From an optimization exercise on the open Yosys and OpenROAD flow, aimed at small area, a short achievable clock period and few clock cycles per item; shortcuts taken in it are not production practice.
At most, simulation tests tie the RTL to the original design; equivalence was not proved.
The RTL of runs 1, 3 and 4 was laid out without a check of its function.
Power is estimated from default activity; no workload was simulated.

## flow/design.v (module list and top-level ports; edited modules follow where they fit)
// module cnn_kernel: 1280 lines
// module cnn_fa: 4 lines
// module cnn_topCore: 156 lines
module cnn_topCore (
    clk             ,
    reset_n         ,
    i_soft_reset    ,
    i_in_valid      ,
    i_in_kind       ,
    i_in_data       ,
    o_in_ready      ,
    o_ot_valid      ,
    o_ot_data       ,
    i_ot_ready
    );
  // ...
==> flow/run.sh <==
#!/bin/bash
# synth_recipe.tcl (not shown) runs the flow's synth.tcl, then flattens the netlist and writes it again
# the make line also repeats each setting of config.mk as NAME=value (left out here)
make -C /OpenROAD-flow-scripts/flow DESIGN_CONFIG=/design/flow/config.mk WORK_HOME=/design/flow/orfs CLKGATE_MAP_FILE= SYNTH_SCRIPT=/design/flow/synth_recipe.tcl finish
==> flow/config.mk <==
export PLATFORM = sky130hd
export DESIGN_NAME = cnn_topCore
export DESIGN_NICKNAME = cnn_topCore
export VERILOG_FILES = /design/flow/design.v
export SDC_FILE = /design/flow/constraint.sdc
export NUM_CORES = 4
export LEC_CHECK = 0
export CAP_MARGIN = 20
export CORE_MARGIN = 2
export CORE_UTILIZATION = 40
export SLEW_MARGIN = 20
export SYNTH_HIERARCHICAL = 1
export SYNTH_MINIMUM_KEEP_SIZE = 0
==> flow/constraint.sdc <==
create_clock -name core_clock -period 10.0 [get_ports {clk}]
set_input_delay 2.0000 -clock core_clock [delete_from_list [all_inputs] [get_ports {clk}]]
set_output_delay 2.0000 -clock core_clock [all_outputs]
set_load 0.01 [all_outputs]
==> flow_summary.json, run 1 <==
{
  "cts_tree": "yes",
  "via_count_of_the_first_global_routing_pass": 97800,
  "synth_edf_count": 681,
  "hold_class": "flop to flop",
  "layout_commonest_cell": "sky130_fd_sc_hd__nand2_1",
  "die_w_um": 591,
  "utilization_pct": 44.3,
  "critPathCapture": "u00.o_a1[20]$_DFF_P_",
  "cellLeakagePower_uw": 0.0607,
  "buffer_area_share_pct": 1.61,
  "grt_use_total_pct": 25.8,
  "synth_commonest_cells": "sky130_fd_sc_hd__nand2_1, sky130_fd_sc_hd__dfxtp_1, sky130_fd_sc_hd__xnor2_1",
  "min_period_over_period_pct": 56.5,
  "critical-path-top-delay-family": "compound AO/OA/AOI/OAI gates",
  "clkbuf_count": 350,
  "largest_register": "ring",
  "route.vias.total": 97300,
  "timing.reg2reg.setup_slack_ps": 4350,
  "htreeDepth": 5,
  "inv_count": 491,
  "cts-root-buf": "sky130_fd_sc_hd__clkbuf_16",
  "postSynthRegisterBits": 2263,
  "post-synth-top-count-cell": "sky130_fd_sc_hd__nand2_1",
  "place_ws_ps": 4410,
  "cap_viol_max_count": 0,
  "post-synth-top-area-cell": "sky130_fd_sc_hd__dfxtp_1",
  "run_status": "finished clean",
  "finClkSkew_ps": 94.9,
  "place_inst": 16500,
  "hold_viol": 0
}
==> module cnn_topCore, before the edit <==
module cnn_topCore (
    clk             ,
    reset_n         ,
    i_soft_reset    ,
    i_in_valid      ,
    i_in_kind       ,
    i_in_data       ,
    o_in_ready      ,
    o_ot_valid      ,
    o_ot_data       ,
    i_ot_ready
    );
input               clk         ;
input               reset_n     ;
input               i_soft_reset;
input               i_in_valid  ;
input               i_in_kind   ;    
input     [31 : 0]  i_in_data   ;
output              o_in_ready  ;
output              o_ot_valid  ;
output    [31 : 0]  o_ot_data   ;
input               i_ot_ready  ;
localparam ACC = 21;
reg        rdy;
reg  [4:0] fcnt;             
wire in_fire = i_in_valid & rdy & ~i_soft_reset;
wire w_fire  = in_fire &  i_in_kind;
wire f_fire  = in_fire & ~i_in_kind;
wire [4:0] fcnt_next = f_fire ? ((fcnt == 5'd23) ? 5'd0 : fcnt + 5'd1) : fcnt;
integer li, di;
reg  [47:0] dig_d;
reg  [7:0]  px;
reg  [2:0]  tri3;
always @(*) begin
    dig_d = 48'd0;
    for (li = 0; li < 4; li = li + 1) begin
        px = fcnt[0] ? i_in_data[(3-li)*8 +: 8] : i_in_data[li*8 +: 8];
        for (di = 0; di < 4; di = di + 1) begin
            tri3 = {px[2*di+1], px[2*di], (di == 0) ? 1'b0 : px[2*di-1]};
            dig_d[(li*4+di)*3 + 0] = f_fire & (tri3[1] ^ tri3[0]);
            dig_d[(li*4+di)*3 + 1] = f_fire & ((tri3 == 3'b100) | (tri3 == 3'b011));
            dig_d[(li*4+di)*3 + 2] = f_fire & tri3[2] & ~(tri3[1] & tri3[0]);
        end
    end
end
reg  [47:0] dig;             
reg         l_v;
reg  [4:0]  l_cnt;
always @(posedge clk) dig <= dig_d;
wire [1:0] l_ich = l_cnt[4:3];
wire [1:0] l_iy  = l_cnt[2:1];
wire       l_h   = l_cnt[0];
wire act0 = l_v & (l_iy != 2'd3);    
wire act1 = l_v & (l_iy != 2'd0);    
wire rotate = l_v & l_h & (l_iy != 2'd3);
reg [31:0] wr0 [0:8];
reg [31:0] wr1 [0:8];
reg [31:0] win;              
reg        win_v;
always @(posedge clk) win <= i_in_data;
integer q;
always @(posedge clk) begin
    if (win_v | rotate) begin
        for (q = 0; q < 8; q = q + 1) begin
            wr0[q] <= wr0[q+1];
            wr1[q] <= wr1[q+1];
        end
        wr0[8] <= win_v ? wr1[0] : wr0[0];
        wr1[8] <= win_v ? win : wr1[0];
    end
end
function [31:0] wop;
    input [31:0] k;
    input        fwd;
    input        rev;
    begin
        wop = ({32{fwd}} & k) | ({32{rev}} & {k[7:0], k[15:8], k[23:16], k[31:24]});
    end
endfunction
reg en_f0, en_r0, en_f1, en_r1;
wire [1:0] a_iy = fcnt[2:1];
always @(posedge clk) begin
    en_f0 <= f_fire & (a_iy != 2'd3) & ~fcnt[0];
    en_r0 <= f_fire & (a_iy != 2'd3) &  fcnt[0];
    en_f1 <= f_fire & (a_iy != 2'd0) & ~fcnt[0];
    en_r1 <= f_fire & (a_iy != 2'd0) &  fcnt[0];
end
wire [31:0] w00 = wop(wr0[0], en_f0, en_r0);
wire [31:0] w01 = wop(wr0[8], en_f1, en_r1);
wire [31:0] w10 = wop(wr1[0], en_f0, en_r0);
wire [31:0] w11 = wop(wr1[8], en_f1, en_r1);
reg act2_0, act2_1, clr2_0, clr2_1, last2;
wire [ACC-1:0] a00_0, a00_1, a00_2, a00_3, a00_4;
wire [ACC-1:0] a01_0, a01_1, a01_2, a01_3, a01_4;
wire [ACC-1:0] a10_0, a10_1, a10_2, a10_3, a10_4;
wire [ACC-1:0] a11_0, a11_1, a11_2, a11_3, a11_4;
cnn_kernel u00 (.clk(clk), .i_dig(dig), .i_w(w00), .i_act(act2_0), .i_clr(clr2_0),
    .o_a0(a00_0), .o_a1(a00_1), .o_a2(a00_2), .o_a3(a00_3), .o_a4(a00_4));
cnn_kernel u01 (.clk(clk), .i_dig(dig), .i_w(w01), .i_act(act2_1), .i_clr(clr2_1),
    .o_a0(a01_0), .o_a1(a01_1), .o_a2(a01_2), .o_a3(a01_3), .o_a4(a01_4));
cnn_kernel u10 (.clk(clk), .i_dig(dig), .i_w(w10), .i_act(act2_0), .i_clr(clr2_0),
    .o_a0(a10_0), .o_a1(a10_1), .o_a2(a10_2), .o_a3(a10_3), .o_a4(a10_4));
cnn_kernel u11 (.clk(clk), .i_dig(dig), .i_w(w11), .i_act(act2_1), .i_clr(clr2_1),
    .o_a0(a11_0), .o_a1(a11_1), .o_a2(a11_2), .o_a3(a11_3), .o_a4(a11_4));
reg [ACC-1:0] ring [0:19];
reg [ACC-1:0] obuf;
reg           ov;
reg           pending;       
reg  [4:0]    kcnt;          
reg  [4:0]    pos;           
wire ot_fire   = ov & i_ot_ready & ~i_soft_reset;
wire ring_free = (kcnt == 5'd20);
wire load      = pending & ring_free;
wire or_take   = (~ov | ot_fire) & ~ring_free & (pos == kcnt);
wire [4:0] kcnt_next = load ? 5'd0 : (or_take ? kcnt + 5'd1 : kcnt);
wire [ACC*20-1:0] res = {
    a11_0, a11_1, a11_2, a11_3, a11_4,
    a10_0, a10_1, a10_2, a10_3, a10_4,
    a01_0, a01_1, a01_2, a01_3, a01_4,
    a00_0, a00_1, a00_2, a00_3, a00_4 };
integer e;
always @(posedge clk) begin
    for (e = 0; e < 20; e = e + 1)
        ring[e] <= load ? res[e*ACC +: ACC] : ring[(e+1) % 20];
    if (or_take) obuf <= ring[0];
end
always @(posedge clk or negedge reset_n) begin
    if (!reset_n) begin
        rdy <= 1'b0; fcnt <= 5'd0; l_v <= 1'b0; win_v <= 1'b0; l_cnt <= 5'd0;
        act2_0 <= 1'b0; act2_1 <= 1'b0; clr2_0 <= 1'b0; clr2_1 <= 1'b0; last2 <= 1'b0;
        pending <= 1'b0; kcnt <= 5'd20; pos <= 5'd0; ov <= 1'b0;
    end else if (i_soft_reset) begin
        rdy <= 1'b0; fcnt <= 5'd0; l_v <= 1'b0; win_v <= 1'b0; l_cnt <= 5'd0;
        act2_0 <= 1'b0; act2_1 <= 1'b0; clr2_0 <= 1'b0; clr2_1 <= 1'b0; last2 <= 1'b0;
        pending <= 1'b0; kcnt <= 5'd20; pos <= 5'd0; ov <= 1'b0;
    end else begin
        fcnt   <= fcnt_next;
        rdy    <= (fcnt_next != 5'd0) | (kcnt_next == 5'd20);
        l_v    <= f_fire;
        win_v  <= w_fire;
        l_cnt  <= fcnt;
        act2_0 <= act0;
        act2_1 <= act1;
        clr2_0 <= l_v & (l_ich == 2'd0) & (l_iy == 2'd0) & ~l_h;
        clr2_1 <= l_v & (l_ich == 2'd0) & (l_iy == 2'd1) & ~l_h;
        last2  <= l_v & (l_cnt == 5'd23);
        pending <= last2 | (pending & ~load);
        kcnt   <= kcnt_next;
        pos    <= load ? 5'd0 : ((pos == 5'd19) ? 5'd0 : pos + 5'd1);
        ov     <= or_take | (ov & ~ot_fire);
    end
end
assign o_in_ready = rdy;
assign o_ot_valid = ov;
assign o_ot_data  = {{(32-ACC){obuf[ACC-1]}}, obuf};
endmodule
==> inputs of run 2 (changes only) <==
--- a/flow/design.v
+++ b/flow/design.v
@@ -951,17 +951,19 @@
 wire t548 = 1'b1 ^ pp_3_0_2_7;
 wire t549 = 1'b1 & pp_3_0_2_7;
 reg [15:0] r3_0;
 always @(posedge clk) r3_0 <= {1'b0, pp_3_0_3_8, 1'b1, t549, t547, t545, t543, t541, t539, t537, t535, t534, pp_3_0_0_3, i_dig[41], pp_3_0_0_1, i_dig[38]};
 reg [15:0] r3_1;
 always @(posedge clk) r3_1 <= {1'b0, 1'b0, pp_3_0_3_7, pp_3_0_2_8, t548, t546, t544, t542, t540, t538, t536, pp_3_0_1_2, pp_3_0_1_1, pp_3_0_0_2, 1'b0, pp_3_0_0_0};
 reg [15:0] r3_2;
 always @(posedge clk) r3_2 <= {1'b0, 1'b0, 1'b0, pp_3_0_3_6, pp_3_0_3_5, t533, t532, t530, t528, t526, pp_3_0_2_1, pp_3_0_2_0, 1'b0, pp_3_0_1_0, 1'b0, 1'b0};
-wire [20:0] accin0 = i_act ? (i_clr ? 21'd0 : o_a4) : o_a0;
+reg hold, flip;    
+always @(posedge clk) begin hold <= ~i_act; flip <= i_act & ~i_clr; end
+wire [20:0] accin0 = ({21{hold}} & o_a0) | ({21{flip}} & o_a4);
 wire t550 = accin0[17] ^ r0_0[17];
 wire t551 = accin0[17] & r0_0[17];
 wire t552 = accin0[0] ^ r0_0[0];
 wire t553 = accin0[0] & r0_0[0];
 wire t554, t555;
 cnn_fa ft554 (.a(accin0[1]), .b(r0_0[1]), .c(r0_1[1]), .s(t554), .co(t555));
 wire t556, t557;
 cnn_fa ft556 (.a(accin0[2]), .b(r0_0[2]), .c(r0_1[2]), .s(t556), .co(t557));
@@ -1036,17 +1038,17 @@
 wire t626, t627;
 cnn_fa ft626 (.a(t587), .b(t588), .c(t551), .s(t626), .co(t627));
 wire t628 = accin0[19] ^ 1'b1 ^ t589;
 wire t629 = (accin0[19] & 1'b1) | (t589 & (accin0[19] ^ 1'b1));
 wire t630 = accin0[20] ^ 1'b1;
 wire t631 = accin0[20] & 1'b1;
 wire [20:0] sum0 = {t629, t627, t625, t623, t621, t619, t617, t615, t613, t611, t609, t607, t605, t603, t601, t599, t597, t595, t593, t591, t590} + {t630, t628, t626, t624, t622, t620, t618, t616, t614, t612, t610, t608, t606, t604, t602, t600, t598, t596, t594, t592, t552};
 always @(posedge clk) o_a0 <= sum0;
-wire [20:0] accin1 = i_act ? (i_clr ? 21'd0 : o_a3) : o_a1;
+wire [20:0] accin1 = ({21{hold}} & o_a1) | ({21{flip}} & o_a3);
 wire t632 = accin1[16] ^ r1_0[16];
 wire t633 = accin1[16] & r1_0[16];
 wire t634 = accin1[0] ^ r1_0[0];
 wire t635 = accin1[0] & r1_0[0];
 wire t636, t637;
 cnn_fa ft636 (.a(accin1[1]), .b(r1_0[1]), .c(r1_1[1]), .s(t636), .co(t637));
 wire t638, t639;
 cnn_fa ft638 (.a(accin1[2]), .b(r1_0[2]), .c(r1_1[2]), .s(t638), .co(t639));
@@ -1119,17 +1121,17 @@
 wire t706 = accin1[18] ^ 1'b1 ^ t669;
 wire t707 = (accin1[18] & 1'b1) | (t669 & (accin1[18] ^ 1'b1));
 wire t708 = accin1[19] ^ 1'b1;
 wire t709 = accin1[19] & 1'b1;
 wire t710 = accin1[20] ^ 1'b1;
 wire t711 = accin1[20] & 1'b1;
 wire [20:0] sum1 = {t709, t707, t705, t703, t701, t699, t697, t695, t693, t691, t689, t687, t685, t683, t681, t679, t677, t675, t673, t671, t670} + {t710, t708, t706, t704, t702, t700, t698, t696, t694, t692, t690, t688, t686, t684, t682, t680, t678, t676, t674, t672, t634};
 always @(posedge clk) o_a1 <= sum1;
-wire [20:0] accin2 = i_act ? (i_clr ? 21'd0 : o_a2) : o_a2;
+wire [20:0] accin2 = ({21{hold}} & o_a2) | ({21{flip}} & o_a2);
 wire t712 = accin2[16] ^ r2_0[16];
 wire t713 = accin2[16] & r2_0[16];
 wire t714 = accin2[0] ^ r2_0[0];
 wire t715 = accin2[0] & r2_0[0];
 wire t716, t717;
 cnn_fa ft716 (.a(accin2[1]), .b(r2_0[1]), .c(r2_1[1]), .s(t716), .co(t717));
 wire t718, t719;
 cnn_fa ft718 (.a(accin2[2]), .b(r2_0[2]), .c(r2_1[2]), .s(t718), .co(t719));
@@ -1202,17 +1204,17 @@
 wire t786 = accin2[18] ^ 1'b1 ^ t749;
 wire t787 = (accin2[18] & 1'b1) | (t749 & (accin2[18] ^ 1'b1));
 wire t788 = accin2[19] ^ 1'b1;
 wire t789 = accin2[19] & 1'b1;
 wire t790 = accin2[20] ^ 1'b1;
 wire t791 = accin2[20] & 1'b1;
 wire [20:0] sum2 = {t789, t787, t785, t783, t781, t779, t777, t775, t773, t771, t769, t767, t765, t763, t761, t759, t757, t755, t753, t751, t750} + {t790, t788, t786, t784, t782, t780, t778, t776, t774, t772, t770, t768, t766, t764, t762, t760, t758, t756, t754, t752, t714};
 always @(posedge clk) o_a2 <= sum2;
-wire [20:0] accin3 = i_act ? (i_clr ? 21'd0 : o_a1) : o_a3;
+wire [20:0] accin3 = ({21{hold}} & o_a3) | ({21{flip}} & o_a1);
 wire t792 = accin3[15] ^ r3_0[15];
 wire t793 = accin3[15] & r3_0[15];
 wire t794 = accin3[0] ^ r3_0[0];
 wire t795 = accin3[0] & r3_0[0];
 wire t796, t797;
 cnn_fa ft796 (.a(accin3[1]), .b(r3_0[1]), .c(r3_1[1]), .s(t796), .co(t797));
 wire t798, t799;
 cnn_fa ft798 (.a(accin3[2]), .b(r3_0[2]), .c(r3_1[2]), .s(t798), .co(t799));
@@ -1283,17 +1285,17 @@
 wire t864 = accin3[18] ^ 1'b1;
 wire t865 = accin3[18] & 1'b1;
 wire t866 = accin3[19] ^ 1'b1;
 wire t867 = accin3[19] & 1'b1;
 wire t868 = accin3[20] ^ 1'b1;
 wire t869 = accin3[20] & 1'b1;
 wire [20:0] sum3 = {t867, t865, t863, t861, t859, t857, t855, t853, t851, t849, t847, t845, t843, t841, t839, t837, t835, t833, t831, t829, t828} + {t868, t866, t864, t862, t860, t858, t856, t854, t852, t850, t848, t846, t844, t842, t840, t838, t836, t834, t832, t830, t794};
 always @(posedge clk) o_a3 <= sum3;
-always @(posedge clk) o_a4 <= i_act ? (i_clr ? 21'd0 : o_a0) : o_a4;
+always @(posedge clk) o_a4 <= ({21{hold}} & o_a4) | ({21{flip}} & o_a0);
 endmodule
 module cnn_fa (input wire a, input wire b, input wire c, output wire s, output wire co);
 assign s = a ^ b ^ c;
 assign co = (a & b) | (c & (a ^ b));
 endmodule
  `timescale 1ns/10ps
 module cnn_topCore (
     clk             ,
@@ -1381,28 +1383,30 @@
     en_r0 <= f_fire & (a_iy != 2'd3) &  fcnt[0];
     en_f1 <= f_fire & (a_iy != 2'd0) & ~fcnt[0];
     en_r1 <= f_fire & (a_iy != 2'd0) &  fcnt[0];
 end
 wire [31:0] w00 = wop(wr0[0], en_f0, en_r0);
 wire [31:0] w01 = wop(wr0[8], en_f1, en_r1);
 wire [31:0] w10 = wop(wr1[0], en_f0, en_r0);
 wire [31:0] w11 = wop(wr1[8], en_f1, en_r1);
-reg act2_0, act2_1, clr2_0, clr2_1, last2;
+wire clr0 = (l_ich == 2'd0) & (l_iy == 2'd0) & ~l_h;
+wire clr1 = (l_ich == 2'd0) & (l_iy == 2'd1) & ~l_h;
+reg last2;
 wire [ACC-1:0] a00_0, a00_1, a00_2, a00_3, a00_4;
 wire [ACC-1:0] a01_0, a01_1, a01_2, a01_3, a01_4;
 wire [ACC-1:0] a10_0, a10_1, a10_2, a10_3, a10_4;
 wire [ACC-1:0] a11_0, a11_1, a11_2, a11_3, a11_4;
-cnn_kernel u00 (.clk(clk), .i_dig(dig), .i_w(w00), .i_act(act2_0), .i_clr(clr2_0),
+cnn_kernel u00 (.clk(clk), .i_dig(dig), .i_w(w00), .i_act(act0), .i_clr(clr0),
     .o_a0(a00_0), .o_a1(a00_1), .o_a2(a00_2), .o_a3(a00_3), .o_a4(a00_4));
-cnn_kernel u01 (.clk(clk), .i_dig(dig), .i_w(w01), .i_act(act2_1), .i_clr(clr2_1),
+cnn_kernel u01 (.clk(clk), .i_dig(dig), .i_w(w01), .i_act(act1), .i_clr(clr1),
     .o_a0(a01_0), .o_a1(a01_1), .o_a2(a01_2), .o_a3(a01_3), .o_a4(a01_4));
-cnn_kernel u10 (.clk(clk), .i_dig(dig), .i_w(w10), .i_act(act2_0), .i_clr(clr2_0),
+cnn_kernel u10 (.clk(clk), .i_dig(dig), .i_w(w10), .i_act(act0), .i_clr(clr0),
     .o_a0(a10_0), .o_a1(a10_1), .o_a2(a10_2), .o_a3(a10_3), .o_a4(a10_4));
-cnn_kernel u11 (.clk(clk), .i_dig(dig), .i_w(w11), .i_act(act2_1), .i_clr(clr2_1),
+cnn_kernel u11 (.clk(clk), .i_dig(dig), .i_w(w11), .i_act(act1), .i_clr(clr1),
     .o_a0(a11_0), .o_a1(a11_1), .o_a2(a11_2), .o_a3(a11_3), .o_a4(a11_4));
 reg [ACC-1:0] ring [0:19];
 reg [ACC-1:0] obuf;
 reg           ov;
 reg           pending;       
 reg  [4:0]    kcnt;          
 reg  [4:0]    pos;           
 wire ot_fire   = ov & i_ot_ready & ~i_soft_reset;
@@ -1419,32 +1423,28 @@
 always @(posedge clk) begin
     for (e = 0; e < 20; e = e + 1)
         ring[e] <= load ? res[e*ACC +: ACC] : ring[(e+1) % 20];
     if (or_take) obuf <= ring[0];
 end
 always @(posedge clk or negedge reset_n) begin
     if (!reset_n) begin
         rdy <= 1'b0; fcnt <= 5'd0; l_v <= 1'b0; win_v <= 1'b0; l_cnt <= 5'd0;
-        act2_0 <= 1'b0; act2_1 <= 1'b0; clr2_0 <= 1'b0; clr2_1 <= 1'b0; last2 <= 1'b0;
+        last2 <= 1'b0;
         pending <= 1'b0; kcnt <= 5'd20; pos <= 5'd0; ov <= 1'b0;
     end else if (i_soft_reset) begin
         rdy <= 1'b0; fcnt <= 5'd0; l_v <= 1'b0; win_v <= 1'b0; l_cnt <= 5'd0;
-        act2_0 <= 1'b0; act2_1 <= 1'b0; clr2_0 <= 1'b0; clr2_1 <= 1'b0; last2 <= 1'b0;
+        last2 <= 1'b0;
         pending <= 1'b0; kcnt <= 5'd20; pos <= 5'd0; ov <= 1'b0;
     end else begin
         fcnt   <= fcnt_next;
         rdy    <= (fcnt_next != 5'd0) | (kcnt_next == 5'd20);
         l_v    <= f_fire;
         win_v  <= w_fire;
         l_cnt  <= fcnt;
-        act2_0 <= act0;
-        act2_1 <= act1;
-        clr2_0 <= l_v & (l_ich == 2'd0) & (l_iy == 2'd0) & ~l_h;
-        clr2_1 <= l_v & (l_ich == 2'd0) & (l_iy == 2'd1) & ~l_h;
         last2  <= l_v & (l_cnt == 5'd23);
         pending <= last2 | (pending & ~load);
         kcnt   <= kcnt_next;
         pos    <= load ? 5'd0 : ((pos == 5'd19) ? 5'd0 : pos + 5'd1);
         ov     <= or_take | (ov & ~ot_fire);
     end
 end
 assign o_in_ready = rdy;
==> flow/config.mk (replaced) <==
export PLATFORM = sky130hd
export DESIGN_NAME = cnn_topCore
export DESIGN_NICKNAME = cnn_topCore
export VERILOG_FILES = /design/flow/design.v
export SDC_FILE = /design/flow/constraint.sdc
export NUM_CORES = 4
export LEC_CHECK = 0
export CAP_MARGIN = 20
export CORE_MARGIN = 2
export CORE_UTILIZATION = 40
export SETUP_SLACK_MARGIN = 5
export SLEW_MARGIN = 20
export SYNTH_HIERARCHICAL = 1
export SYNTH_MINIMUM_KEEP_SIZE = 0
==> flow_summary.json, run 2 <==
{
  "run_status": "finished clean",
  "netlist_top_cells_area": "sky130_fd_sc_hd__dfxtp_1, sky130_fd_sc_hd__fa_1, sky130_fd_sc_hd__edfxtp_1",
  "fillerInstances": 31700,
  "insertion_delay_ps": 950,
  "place_ws_ps": 4940,
  "crit_cells": 8,
  "grt_pass1_wl_um": 657000,
  "area_growth_pct": 9.77,
  "avgRoutedWirePerCell_um": 27.3,
  "timing.setup.critical_path_class": "flop to flop",
  "die_w_um": 589,
  "cts.sink_count": 2267,
  "floorplan.rows": 214,
  "slew-limit-headroom_pct": 15.8,
  "synth_top_area_share_pct": 24.1,
  "hold_viol": 0,
  "netlist_area_mm2": 0.137,
  "route.vias.total": 95500,
  "final-setup-viol-count": 0,
  "post-synth-top-area-cell": "sky130_fd_sc_hd__dfxtp_1",
  "cts_tree": "yes",
  "wl_um": 452000,
  "max-clock-path-buffers": 4,
  "drtIter0Drc": 11400,
  "synth_edf_count": 597,
  "drt-pass1-iter-count": 9,
  "postSynthRegisterBits": 2267,
  "mostFrequentLayoutCells": "sky130_fd_sc_hd__dfxtp_1, sky130_fd_sc_hd__nand2_1, sky130_fd_sc_hd__xnor2_1, sky130_fd_sc_hd__fa_1, sky130_fd_sc_hd__a22oi_1",
  "setup_ws_ps": 5050,
  "place_congestion": 0.889,
  "drc": 0,
  "vias_per_cell": 5.78,
  "crit_fanout": 36,
  "route.antenna.remaining_nets": 0,
  "critPathRequiredTime_ps": 10780,
  "timing.critical_path.slowest_stage_cell": "sky130_fd_sc_hd__dfxtp_2",
  "synth_commonest_cells": "sky130_fd_sc_hd__dfxtp_1, sky130_fd_sc_hd__nand2_1, sky130_fd_sc_hd__xnor2_1",
  "postSynthCellCount": 12100,
  "initial_utilization_pct": 40.2,
  "netlist-cell-type-count": 75,
  "whs_ps": 393,
  "mean_instance_size_in_the_synthesized_netlist_um2": 11.3,
  "final_period_demand_of_the_worst_path_ps": 4950,
  "grt_max_degree": 206,
  "drv_slew": 0,
  "setup_tns_ps": 0,
  "cts_inserted_buffers": 242,
  "seqCellArea_mm2": 0.0517,
  "largest_register": "ring",
  "finClkSkew_ps": 68.8,
  "peakVddDrop_v": 0.000190,
  "via_count_of_the_first_global_routing_pass": 96100,
  "core_region_area_mm2": 0.340,
  "worstPathArrival_ps": 5730,
  "min_period_over_period_pct": 49.5,
  "htreeDepth": 4,
  "postSynth.asyncResetShare_pct": 1.15,
  "utilization_pct": 44.1,
  "synth-seq-area-share_pct": 37.7,
  "grt_antenna_before_repair": 28,
  "hold_class": "flop to flop",
  "reg2regPathDepth": 8,
  "cts-root-buf": "sky130_fd_sc_hd__clkbuf_16",
  "fp.dieArea_mm2": 0.346,
  "clk_transition_reported_paths_ps": 70,
  "rsz_0062_raised_after_global_routing": "yes",
  "cellLeakagePower_uw": 0.0600,
  "detailed_place_hpwl_um": 301000,
  "cap_viol_max_count": 0,
  "layout_top_registers": "ring: 420 flops, wr0: 288 flops, wr1: 288 flops",
  "layout_commonest_cell": "sky130_fd_sc_hd__dfxtp_1",
  "multi_input_area_mm2": 0.0809,
  "critical-path-top-delay-family": "adder cells",
  "pin_count": 72,
  "layout.nets": 13800,
  "grt_use_total_pct": 25.6,
  "critPathCaptureType": "flop",
  "worst-slew-pin-transition_ps": 1260,
  "gr-total-overflow": 0,
  "portBuffers": 71,
  "post-layout-total-power_uw": 36300,
  "sequence_of_cells_on_the_critical_path": "buf_4, a22oi_1, xnor2_1, fa_1, fa_1, fa_1, fa_1, fa_1",
  "powerDensity_mw_per_mm2": 242,
  "number_of_warnings_issued_by_yosys": 11,
  "crit_top_cell": "sky130_fd_sc_hd__fa_1",
  "ys_dominant_reg_cell": "sky130_fd_sc_hd__dfxtp_1",
  "chipHeight_um": 589,
  "critical_path_buf_inv_count": 1,
  "instance_count_along_the_most_critical_hold_path": 0,
  "worst_path_largest_cell_delay_ps": 1010,
  "max_clock_freq_mhz": 202,
  "largest_reg_flops": 420,
  "crit_path_start_kind": "flop",
  "post-synth-top-count-cell": "sky130_fd_sc_hd__dfxtp_1",
  "final_layout_size_suffix_gt1_share_pct": 6.51
}
-- run 2: cell count changes after synthesis, moves of 77 or more --
| cell | delta |
|---|---|
| sky130_fd_sc_hd__o21ai_0 | -205 |
| sky130_fd_sc_hd__and2_1 | -77 |
| sky130_fd_sc_hd__edfxtp_1 | -84 |
| sky130_fd_sc_hd__dfxtp_1 | +92 |
| sky130_fd_sc_hd__nand2_1 | -231 |
| sky130_fd_sc_hd__inv_1 | -221 |
| sky130_fd_sc_hd__a22o_1 | +292 |
-- run 2: final timing paths --
| kind | start | end | slack, ps |
|---|---|---|---|
| min in group asynchronous | reset_n | win_v$_DFF_PN0_ | 1140 |
| hold reg to reg | wr1[6][5]$_DFFE_PP_ | wr1[5][5]$_DFFE_PP_ | 390 |
| setup reg to reg | dig[19]$_DFF_P_ | u00.r0_1[8]$_DFF_P_ | 5050 |
| setup / recovery | dig[19]$_DFF_P_ | u00.r0_1[8]$_DFF_P_ | 5050 |
| hold / removal | wr1[6][5]$_DFFE_PP_ | wr1[5][5]$_DFFE_PP_ | 390 |
| max in group asynchronous | reset_n | fcnt[0]$_DFF_PN0_ | 8270 |
-- run 2: per-stage QoR --
stage / cells / instance area (um2)
after CTS: 16500 / 150000
after global routing: 16500 / 150000
after detailed placement: 16100 / 142000
after floorplan: 12200 / 137000
final: 16500 / 150000
after global placement: 16100 / 142000
-- run 2: where the power goes --
group	switching, uW	internal, uW	total [uW]
registers	1130	10700	11800
clock network	3950	5500	9450
logic	8420	6600	15000
-- run 2: per-layer routing --
metal | global-route usage, % | up-vias | routed length (um)
li1 | - | 41000 | -
met1 | 35.1 | 48000 | 190000
met2 | 38.0 | 5310 | 193000
met3 | 7.00 | 1132 | 49000
met4 | 10.4 | 12 | 19800
met5 | 0.0547 | - | 77
-- run 2: layout make-up --
type | count | share of cell area (%)
Multi-Input combinational cell | 8724 | 53.9
Sequential cell | 2267 | 34.4
Clock buffer | 319 | 4.47
Tap cell | 4536 | 3.78
Timing Repair Buffer | 269 | 1.63
Clock inverter | 134 | 1.07
Inverter | 270 | 0.676
Antenna cell | 13 | 0.0217
-- run 2: timing repair --
item                       in CTS  in global routing
resized for setup               4                 17
hold buffers                    0                  0
setup endpoints to repair      10                 40
setup buffers                   0                  1
pin swaps                       0                  0
-- run 2: worst register-to-register path, stage by stage (launching register included) --
cell and delay, ps:
sky130_fd_sc_hd__dfxtp_2 1010, sky130_fd_sc_hd__buf_4 920, sky130_fd_sc_hd__a22oi_1 320, sky130_fd_sc_hd__xnor2_1 250, sky130_fd_sc_hd__fa_1 490, sky130_fd_sc_hd__fa_1 520
sky130_fd_sc_hd__fa_1 460, sky130_fd_sc_hd__fa_1 410, sky130_fd_sc_hd__fa_1 460
-- run 2: cell families after synthesis --
kind of cell / share of synthesized area (%)
AO/OA/AOI/OAI: 14.2
buffers and inverters: 3.45
other: 0.0220
flip-flops: 37.7
adder cells (fa/ha/maj): 26.2
AND/OR/NAND/NOR: 6.62
XOR/XNOR: 11.0
multiplexers: 0.923
-- run 2: Yosys stat by module (local to each module, per instance) --
module       cell area, um2  cells inside
cnn_kernel            17600          1926
cnn_topCore           37800          2998
cnn_fa                 20.0             1
Testbench counts of run 2, summed over its fixed seeds: cycles 3,408, images 128.
==> inputs of run 3 (changes only) <==
--- a/flow/design.v
+++ b/flow/design.v
@@ -1327,4 +1327,12 @@
 wire f_fire  = in_fire & ~i_in_kind;
 wire [4:0] fcnt_next = f_fire ? ((fcnt == 5'd23) ? 5'd0 : fcnt + 5'd1) : fcnt;
+reg  [31:0] din;             
+reg         l_v;             
+reg  [4:0]  l_cnt;           
+always @(posedge clk) din <= i_in_data;
+wire [1:0] l_ich = l_cnt[4:3];
+wire [1:0] l_iy  = l_cnt[2:1];
+wire       l_h   = l_cnt[0];
+wire rotate = l_v & l_h & (l_iy != 2'd3);
 integer li, di;
 reg  [47:0] dig_d;
@@ -1334,23 +1342,22 @@
     dig_d = 48'd0;
     for (li = 0; li < 4; li = li + 1) begin
-        px = fcnt[0] ? i_in_data[(3-li)*8 +: 8] : i_in_data[li*8 +: 8];
+        px = l_h ? din[(3-li)*8 +: 8] : din[li*8 +: 8];
         for (di = 0; di < 4; di = di + 1) begin
             tri3 = {px[2*di+1], px[2*di], (di == 0) ? 1'b0 : px[2*di-1]};
-            dig_d[(li*4+di)*3 + 0] = f_fire & (tri3[1] ^ tri3[0]);
-            dig_d[(li*4+di)*3 + 1] = f_fire & ((tri3 == 3'b100) | (tri3 == 3'b011));
-            dig_d[(li*4+di)*3 + 2] = f_fire & tri3[2] & ~(tri3[1] & tri3[0]);
+            dig_d[(li*4+di)*3 + 0] = l_v & (tri3[1] ^ tri3[0]);
+            dig_d[(li*4+di)*3 + 1] = l_v & ((tri3 == 3'b100) | (tri3 == 3'b011));
+            dig_d[(li*4+di)*3 + 2] = l_v & tri3[2] & ~(tri3[1] & tri3[0]);
         end
     end
 end
 reg  [47:0] dig;             
-reg         l_v;
-reg  [4:0]  l_cnt;
+reg         m_v;
+reg  [4:0]  m_cnt;
 always @(posedge clk) dig <= dig_d;
-wire [1:0] l_ich = l_cnt[4:3];
-wire [1:0] l_iy  = l_cnt[2:1];
-wire       l_h   = l_cnt[0];
-wire act0 = l_v & (l_iy != 2'd3);    
-wire act1 = l_v & (l_iy != 2'd0);    
-wire rotate = l_v & l_h & (l_iy != 2'd3);
+wire [1:0] m_ich = m_cnt[4:3];
+wire [1:0] m_iy  = m_cnt[2:1];
+wire       m_h   = m_cnt[0];
+wire act0 = m_v & (m_iy != 2'd3);    
+wire act1 = m_v & (m_iy != 2'd0);    
 reg [31:0] wr0 [0:8];
 reg [31:0] wr1 [0:8];
@@ -1377,18 +1384,17 @@
     end
 endfunction
-reg en_f0, en_r0, en_f1, en_r1;
-wire [1:0] a_iy = fcnt[2:1];
+wire en_f0 = l_v & (l_iy != 2'd3) & ~l_h;
+wire en_r0 = l_v & (l_iy != 2'd3) &  l_h;
+wire en_f1 = l_v & (l_iy != 2'd0) & ~l_h;
+wire en_r1 = l_v & (l_iy != 2'd0) &  l_h;
+reg [31:0] w00, w01, w10, w11;
 always @(posedge clk) begin
-    en_f0 <= f_fire & (a_iy != 2'd3) & ~fcnt[0];
-    en_r0 <= f_fire & (a_iy != 2'd3) &  fcnt[0];
-    en_f1 <= f_fire & (a_iy != 2'd0) & ~fcnt[0];
-    en_r1 <= f_fire & (a_iy != 2'd0) &  fcnt[0];
+    w00 <= wop(wr0[0], en_f0, en_r0);
+    w01 <= wop(wr0[8], en_f1, en_r1);
+    w10 <= wop(wr1[0], en_f0, en_r0);
+    w11 <= wop(wr1[8], en_f1, en_r1);
 end
-wire [31:0] w00 = wop(wr0[0], en_f0, en_r0);
-wire [31:0] w01 = wop(wr0[8], en_f1, en_r1);
-wire [31:0] w10 = wop(wr1[0], en_f0, en_r0);
-wire [31:0] w11 = wop(wr1[8], en_f1, en_r1);
-wire clr0 = (l_ich == 2'd0) & (l_iy == 2'd0) & ~l_h;
-wire clr1 = (l_ich == 2'd0) & (l_iy == 2'd1) & ~l_h;
+wire clr0 = (m_ich == 2'd0) & (m_iy == 2'd0) & ~m_h;
+wire clr1 = (m_ich == 2'd0) & (m_iy == 2'd1) & ~m_h;
 reg last2;
 wire [ACC-1:0] a00_0, a00_1, a00_2, a00_3, a00_4;
@@ -1428,9 +1434,9 @@
 always @(posedge clk or negedge reset_n) begin
     if (!reset_n) begin
-        rdy <= 1'b0; fcnt <= 5'd0; l_v <= 1'b0; win_v <= 1'b0; l_cnt <= 5'd0;
+        rdy <= 1'b0; fcnt <= 5'd0; l_v <= 1'b0; win_v <= 1'b0; l_cnt <= 5'd0; m_v <= 1'b0; m_cnt <= 5'd0;
         last2 <= 1'b0;
         pending <= 1'b0; kcnt <= 5'd20; pos <= 5'd0; ov <= 1'b0;
     end else if (i_soft_reset) begin
-        rdy <= 1'b0; fcnt <= 5'd0; l_v <= 1'b0; win_v <= 1'b0; l_cnt <= 5'd0;
+        rdy <= 1'b0; fcnt <= 5'd0; l_v <= 1'b0; win_v <= 1'b0; l_cnt <= 5'd0; m_v <= 1'b0; m_cnt <= 5'd0;
         last2 <= 1'b0;
         pending <= 1'b0; kcnt <= 5'd20; pos <= 5'd0; ov <= 1'b0;
@@ -1441,5 +1447,7 @@
         win_v  <= w_fire;
         l_cnt  <= fcnt;
-        last2  <= l_v & (l_cnt == 5'd23);
+        m_v    <= l_v;
+        m_cnt  <= l_cnt;
+        last2  <= m_v & (m_cnt == 5'd23);
         pending <= last2 | (pending & ~load);
         kcnt   <= kcnt_next;
==> flow_summary.json, run 3 <==
{
  "run_status": "finished clean",
  "postSynth.asyncResetShare_pct": 1.34,
  "crit_path_start_kind": "flop",
  "vias_per_cell": 5.80,
  "hold_viol": 0,
  "layout_top_registers": "ring: 420 flops, wr0: 288 flops, wr1: 288 flops",
  "timing.critical_path.slowest_stage_cell": "sky130_fd_sc_hd__dfxtp_4",
  "chipHeight_um": 595,
  "cap_viol_max_count": 0,
  "die_w_um": 595,
  "largest_register": "ring",
  "initial_utilization_pct": 40.3,
  "drt-pass1-iter-count": 6,
  "multi_input_area_mm2": 0.0810,
  "final_period_demand_of_the_worst_path_ps": 4800,
  "critical-path-top-delay-family": "adder cells",
  "portBuffers": 71,
  "wl_um": 457000,
  "ys_dominant_reg_cell": "sky130_fd_sc_hd__dfxtp_1",
  "drv_slew": 0,
  "crit_top_cell": "sky130_fd_sc_hd__fa_1",
  "route.vias.total": 96900,
  "cts-root-buf": "sky130_fd_sc_hd__clkbuf_16",
  "grt_max_degree": 160,
  "route.antenna.remaining_nets": 0,
  "routed.top_layer": "met5",
  "hold_class": "flop to flop",
  "drc": 0,
  "layout_commonest_cell": "sky130_fd_sc_hd__dfxtp_1",
  "cts.sink_count": 2397,
  "sequence_of_cells_on_the_critical_path": "buf_4, buf_4, xnor2_1, fa_1, fa_1, fa_1, fa_1, fa_1",
  "timing.setup.critical_path_class": "flop to flop",
  "floorplan.rows": 216,
  "whs_ps": 383,
  "worstPathArrival_ps": 5550,
  "postSynthRegisterBits": 2397,
  "fp.dieArea_mm2": 0.354,
  "mostFrequentLayoutCells": "sky130_fd_sc_hd__dfxtp_1, sky130_fd_sc_hd__nand2_1, sky130_fd_sc_hd__xnor2_1, sky130_fd_sc_hd__fa_1, sky130_fd_sc_hd__a22oi_1",
  "min_period_over_period_pct": 48.0,
  "rsz_0062_raised_after_global_routing": "no",
  "mean_instance_size_in_the_synthesized_netlist_um2": 11.4,
  "slew-limit-headroom_pct": 13.3,
  "max-clock-path-buffers": 4,
  "cts_inserted_buffers": 268,
  "final-setup-viol-count": 0,
  "worst-slew-pin-transition_ps": 1300,
  "cts_tree": "yes",
  "fillerInstances": 32100,
  "synth_edf_count": 597,
  "hold_path_startpoint": "wr0[7][19]$_DFFE_PP_",
  "worst_path_largest_cell_delay_ps": 770,
  "drtIter0Drc": 11200,
  "r2r_start": "dig[17]$_DFF_P_",
  "netlist_area_mm2": 0.140,
  "htreeDepth": 5,
  "layout.nets": 14000,
  "peakVddDrop_v": 0.000164,
  "seqCellArea_mm2": 0.0543,
  "detailed_place_hpwl_um": 299000,
  "route.met2.wl_um": 195000,
  "postSynthCellCount": 12300,
  "critical_path_buf_inv_count": 2,
  "grt_use_total_pct": 25.2,
  "core_region_area_mm2": 0.347,
  "area_growth_pct": 9.95,
  "finClkSkew_ps": 76.8,
  "powerDensity_mw_per_mm2": 250,
  "cellLeakagePower_uw": 0.0617,
  "setup_tns_ps": 0,
  "netlist_top_cells_area": "sky130_fd_sc_hd__dfxtp_1, sky130_fd_sc_hd__fa_1, sky130_fd_sc_hd__edfxtp_1",
  "largest_reg_flops": 420,
  "synth_commonest_cells": "sky130_fd_sc_hd__dfxtp_1, sky130_fd_sc_hd__nand2_1, sky130_fd_sc_hd__xnor2_1",
  "final_layout_size_suffix_gt1_share_pct": 6.58,
  "grt_pass1_wl_um": 664000,
  "via_count_of_the_first_global_routing_pass": 97800,
  "clk_transition_reported_paths_ps": 60,
  "pin_count": 72,
  "place_congestion": 0.909,
  "post-synth-top-count-cell": "sky130_fd_sc_hd__dfxtp_1",
  "crit_fanout": 25,
  "crit_start": "dig[17]$_DFF_P_",
  "synth_top_area_share_pct": 25.4,
  "grt_antenna_before_repair": 17,
  "post-synth-top-area-cell": "sky130_fd_sc_hd__dfxtp_1",
  "met1_length_um": 190000,
  "insertion_delay_ps": 900,
  "detailroute.wirelength.met3_um": 48500,
  "netlist-cell-type-count": 74,
  "critPathRequiredTime_ps": 10760,
  "critPathCaptureType": "flop",
  "avgRoutedWirePerCell_um": 27.3,
  "number_of_warnings_issued_by_yosys": 11,
  "synth-seq-area-share_pct": 38.8,
  "max_clock_freq_mhz": 208,
  "gr-total-overflow": 0
}
-- run 3: cell type report --
type                            count  share of cell area (%)
Sequential cell                  2397                    35.4
Inverter                          241                   0.589
Multi-Input combinational cell   8753                    52.8
Clock inverter                    102                   0.880
Clock buffer                      376                    5.01
Timing Repair Buffer              267                    1.57
Tap cell                         4578                    3.73
Antenna cell                        9                  0.0147
-- run 3: final timing paths --
kind                                        end  slack (ps)  cells past startpoint
hold reg to reg            wr0[6][19]$_DFFE_PP_         380                      0
hold / removal             wr0[6][19]$_DFFE_PP_         380                      0
setup / recovery            u10.r0_1[8]$_DFF_P_        5200                      8
setup reg to reg            u10.r0_1[8]$_DFF_P_        5200                      8
max in group asynchronous    l_cnt[0]$_DFF_PN0_        8290                      1
min in group asynchronous     fcnt[0]$_DFF_PN0_        1190                      1
-- run 3: kinds of logic after synthesis --
logic type | share of synthesized area [%]
buffers and inverters | 3.45
AO/OA/AOI/OAI | 13.9
multiplexers | 0.868
XOR/XNOR | 10.9
flip-flops | 38.8
AND/OR/NAND/NOR | 6.43
adder cells (fa/ha/maj) | 25.6
other | 0.0215
-- run 3: where the power goes --
part / internal [uW] / leakage, uW / total, uW / switching (uW)
clock: 6160 / 0.00442 / 10300 / 4130
sequential: 11300 / 0.0204 / 12400 / 1170
combinational: 6900 / 0.0369 / 15600 / 8730
total: 24300 / 0.0617 / 38300 / 14000
-- run 3: repair_timing --
item	4_1_cts	5_1_grt
setup buffers	0	1
gates resized for setup	0	10
setup endpoints to repair	0	11
hold buffers	0	0
-- run 3: per-layer routing --
metal | global-route usage [%] | up-vias
met1 | 34.4 | 48900
met4 | 11.3 | 4
met3 | 6.60 | 1225
met2 | 37.6 | 5401
met5 | 0 | -
li1 | - | 41400
-- run 3: per-module statistics from Yosys (local to each module, per instance) --
module,cells inside,copies in the design,area (um2),flip-flops and latches
cnn_fa,1,1416,20.0,0
cnn_kernel,1934,4,17700,285
cnn_topCore,3128,1,40600,1257
-- run 3: through the flow --
step	utilization, %	setup WS [ps]	total power [uW]	area [um2]	std cells
2_1_floorplan	-	4470	24100	140000	12400
5_1_grt	44.3	5010	40800	153000	16700
3_3_place_gp	41.6	5160	27800	144000	16200
6_report	44.3	5200	38300	153000	16700
3_5_place_dp	41.6	5140	27900	144000	16200
4_1_cts	44.2	5040	38300	153000	16700
==> inputs of run 4 (changes only) <==
==> flow/flow/run.sh (new file) <==
#!/bin/bash
set -o pipefail
cp standard.sh standard_sh.txt
export SETUP_SLACK_MARGIN=${MARGIN:-6.5}
bash standard.sh > standard.log 2>&1
==> flow/standard.sh (new file) <==
#!/bin/bash
# synth_recipe.tcl (not shown) runs the flow's synth.tcl, then flattens the netlist and writes it again
# the make line also repeats each setting of config.mk as NAME=value (left out here)
make -C /OpenROAD-flow-scripts/flow DESIGN_CONFIG=/design/flow/config.mk WORK_HOME=/design/flow/orfs CLKGATE_MAP_FILE= SYNTH_SCRIPT=/design/flow/synth_recipe.tcl "${@:-finish}"
--- a/flow/config.mk
+++ b/flow/config.mk
@@ -9,5 +9,4 @@
 export CORE_MARGIN = 2
 export CORE_UTILIZATION = 40
-export SETUP_SLACK_MARGIN = 5
 export SLEW_MARGIN = 20
 export SYNTH_HIERARCHICAL = 1
removed: flow/run.sh
==> flow_summary.json, run 4 <==
{
  "run_status": "finished clean",
  "largest_register": "ring",
  "drc": 0,
  "post_cts_hold_buffer_count": 0,
  "crit_path_start_kind": "flop",
  "cellLeakagePower_uw": 0.0682,
  "rsz_0062_raised_after_global_routing": "yes",
  "slew-limit-headroom_pct": 13.4,
  "min_period_over_period_pct": 39.1,
  "pin_count": 72,
  "post-synth-top-count-cell": "sky130_fd_sc_hd__dfxtp_1",
  "htreeDepth": 5,
  "grt_pass1_wl_um": 748000,
  "hold_viol": 0,
  "final_period_demand_of_the_worst_path_ps": 3910,
  "setup_tns_ps": 0,
  "postSynthRegisterBits": 2397,
  "via_count_of_the_first_global_routing_pass": 104000,
  "avgRoutedWirePerCell_um": 31.0,
  "finClkSkew_ps": 107,
  "core_region_area_mm2": 0.347,
  "drtIter0Drc": 13500,
  "netlist_top_cells_area": "sky130_fd_sc_hd__dfxtp_1, sky130_fd_sc_hd__fa_1, sky130_fd_sc_hd__edfxtp_1",
  "place_congestion": 0.918,
  "cap_viol_max_count": 0,
  "gr-total-overflow": 0,
  "cts.sink_count": 2397,
  "place_area_mm2": 0.145,
  "layout_top_registers": "ring: 420 flops, wr0: 288 flops, wr1: 288 flops",
  "cts_tree": "yes",
  "synth_top_area_share_pct": 25.4,
  "route.vias.total": 105000,
  "fp.dieArea_mm2": 0.354,
  "max-clock-path-buffers": 4,
  "floorplan.rows": 216,
  "postSynth.asyncResetShare_pct": 1.34,
  "switchingPower_uw": 16500,
  "powerDensity_mw_per_mm2": 261,
  "fillerInstances": 30000,
  "grt_use_total_pct": 29.2,
  "worst-slew-pin-transition_ps": 1290,
  "cell_internal_pwr_uw": 28200,
  "netlist_area_mm2": 0.140,
  "synth-seq-area-share_pct": 38.8,
  "ys_dominant_reg_cell": "sky130_fd_sc_hd__dfxtp_1",
  "register_share_of_total_power_pct": 27.6,
  "postSynthCellCount": 12300,
  "seqCellArea_mm2": 0.0544,
  "p_clk_share_pct": 23.8,
  "utilization_pct": 49.4,
  "number_of_warnings_issued_by_yosys": 11,
  "max_clock_freq_mhz": 256,
  "final-setup-viol-count": 0,
  "synth_edf_count": 597,
  "area_growth_pct": 22.7,
  "timing.setup.critical_path_class": "flop to primary output",
  "layout.cell_area.non_filler_mm2": 0.171,
  "mean_instance_size_in_the_synthesized_netlist_um2": 11.4,
  "hold_class": "flop to flop",
  "worstPathArrival_ps": 1910,
  "portBuffers": 71,
  "mostFrequentLayoutCells": "sky130_fd_sc_hd__dfxtp_1, sky130_fd_sc_hd__nand2_1, sky130_fd_sc_hd__xnor2_1, sky130_fd_sc_hd__fa_1, sky130_fd_sc_hd__a22oi_1",
  "drv_slew": 0,
  "clk_transition_reported_paths_ps": 60,
  "critPathCaptureType": "primary output",
  "power_frac_comb_pct": 48.6,
  "insertion_delay_ps": 960,
  "critPathRequiredTime_ps": 8000,
  "initial_utilization_pct": 40.3,
  "largest_reg_flops": 420,
  "switching_share_pct": 37.0,
  "wl_um": 543000,
  "route.antenna.remaining_nets": 0,
  "layout_commonest_cell": "sky130_fd_sc_hd__dfxtp_1",
  "grt_antenna_before_repair": 49,
  "peakVddDrop_v": 0.000175,
  "chipHeight_um": 595,
  "drt-pass1-iter-count": 13,
  "detailed_place_hpwl_um": 300000,
  "vias_per_cell": 6.02,
  "cts_inserted_buffers": 277,
  "die_w_um": 595,
  "multi_input_area_mm2": 0.0868,
  "layout.nets": 14700,
  "netlist-cell-type-count": 74,
  "final_layout_size_suffix_gt1_share_pct": 19.0,
  "crit_fanout": 5,
  "cts-root-buf": "sky130_fd_sc_hd__clkbuf_16",
  "grt_max_degree": 144,
  "post-synth-top-area-cell": "sky130_fd_sc_hd__dfxtp_1",
  "synth_commonest_cells": "sky130_fd_sc_hd__dfxtp_1, sky130_fd_sc_hd__nand2_1, sky130_fd_sc_hd__xnor2_1"
}
-- run 4: cell types whose count changed in the layout (fill, tap and decap cells not counted), sizes merged --
cell and delta:
clkinvlp +2, clkinv +29, bufinv -4, buf +708
bufbuf +50, inv -4, or2 +1, clkbuf +23
diode +18, clkdlybuf4s50 -34
-- run 4: cell type report --
cell class | count | share of cell area [%]
inverter | 241 | 0.530
clock inverter | 124 | 0.912
tap | 4578 | 3.34
antenna | 27 | 0.0394
sequential | 2397 | 31.8
timing repair inverter | 1 | 0.00438
clock buffer | 374 | 4.60
timing repair buffer | 1016 | 8.08
multi-input combinational | 8754 | 50.7
-- run 4: metal layers --
| layer | vias to the layer above | track usage (%) | share of wire (%) |
|---|---|---|---|
| met2 | 7457 | 42.1 | 41 |
| met5 | - | 1.31 | 0.20 |
| met3 | 1994 | 9.88 | 13 |
| met4 | 58 | 17.3 | 7.4 |
| met1 | 52800 | 37.7 | 38 |
| li1 | 43100 | - | - |
-- run 4: worst max-delay path, stage by stage (launching register included) --
cell                       delay, ps
sky130_fd_sc_hd__edfxtp_1        420
sky130_fd_sc_hd__buf_6           160
sky130_fd_sc_hd__buf_16          160
sky130_fd_sc_hd__buf_8           130
sky130_fd_sc_hd__buf_6           110
-- run 4: path summary, 6_finish.rpt --
kind                                            from                   end  slack [ps]  cells past startpoint
worst min-delay path            wr0[1][11]$_DFFE_PP_  wr0[0][11]$_DFFE_PP_         340                      0
min in group asynchronous                    reset_n     fcnt[1]$_DFF_PN0_        1160                      1
worst max register to register      u00.flip$_DFF_P_  u00.o_a1[18]$_DFF_P_        6090                     14
max in group asynchronous                    reset_n    l_cnt[0]$_DFF_PN0_        8320                      1
worst max-delay path              obuf[20]$_DFFE_PN_         o_ot_data[29]        6090                      4
worst min register to register  wr0[1][11]$_DFFE_PP_  wr0[0][11]$_DFFE_PP_         340                      0
-- run 4: logic make-up (layout without fill, tap and decap cells) --
family                     count (synthesis)  count (layout)  synth area share, %
AOI/OAI and AO/OA                       2671            2671                 13.9
DFF                                     2397            2397                 38.8
and+or+nand+nor                         2132            2133                 6.43
adders and majority gates               2000            2000                 25.6
xor gates and xnor gates                1737            1737                 10.9
buffers and inverters                   1222            1756                 3.45
muxes                                    113             113                0.868
other                                      8             127               0.0215
-- run 4: timing repair --
item / 4_1_cts / 5_1_grt
buffers inserted: 485 / 168
resized for setup: 1316 / 484
endpoints found under the hold margin: 0 / 0
pin swaps: 524 / 423
setup endpoints to repair: 970 / 627
cloned: 70 / 23
-- run 4: Yosys stat by module, one instance, submodules excluded --
module,flip-flops and latches,copies in the design,cells inside
cnn_kernel,285,4,1934
cnn_topCore,1257,1,3128
cnn_fa,0,1416,1
-- run 4: power groups by stage --
stage | logic, uW | clock network, uW | registers [uW]
after global routing | 23500 | 11100 | 12400
after global placement | 15600 | 0 | 12500
after floorplan | 12500 | 0 | 12000
after CTS | 19600 | 10700 | 12300
final | 21700 | 10600 | 12300
after detailed placement | 15600 | 0 | 12500
-- run 4: stage by stage --
stage	power (uW)	cells	worst slack, ps	hold slack, ps
after floorplan	24500	12400	4470	399
after global placement	28100	16200	5170	400
after detailed placement	28200	16200	5170	405
after CTS	42600	17300	6070	365
after global routing	47000	17500	6030	381
final	44700	17500	6090	341

==> port drivers added, routing unchanged <==
Ports are ideal in the flow. The routed layouts listed here were re-timed in OpenROAD.
Step 1 (the two cells are an assumption about what drives the block):
set clk [get_ports {clk}]
set_driving_cell -lib_cell sky130_fd_sc_hd__clkbuf_16 $clk
set_driving_cell -lib_cell sky130_fd_sc_hd__buf_2 [delete_from_list [all_inputs] $clk]
Step 2 times the ports against the registers' clock, not the clock port: input delays grow and output delays shrink by t, the midpoint of the rising clock arrivals with the driver on.
Slacks: no drivers / after step 1 / after step 2; pairs: no drivers / after step 1.
run	shift t [ns]	setup WS [ns]	clock arrival spread, ns	pins driven straight from the clock port
run 1	0.996	4.355 / 4.355 / 4.355	0.095 / 0.095	1
run 2	1.021	5.053 / 5.053 / 5.025	0.077 / 0.078	1
run 3	0.954	5.204 / 5.204 / 5.204	0.083 / 0.083	1
run 4	1.002	6.087 / 5.994 / 5.661	0.116 / 0.116	1
After both steps every run listed still meets setup and hold. For run 4, which loses most, drivers alone change the setup slack by -0.093 ns; drivers and shift together by -0.426 ns.
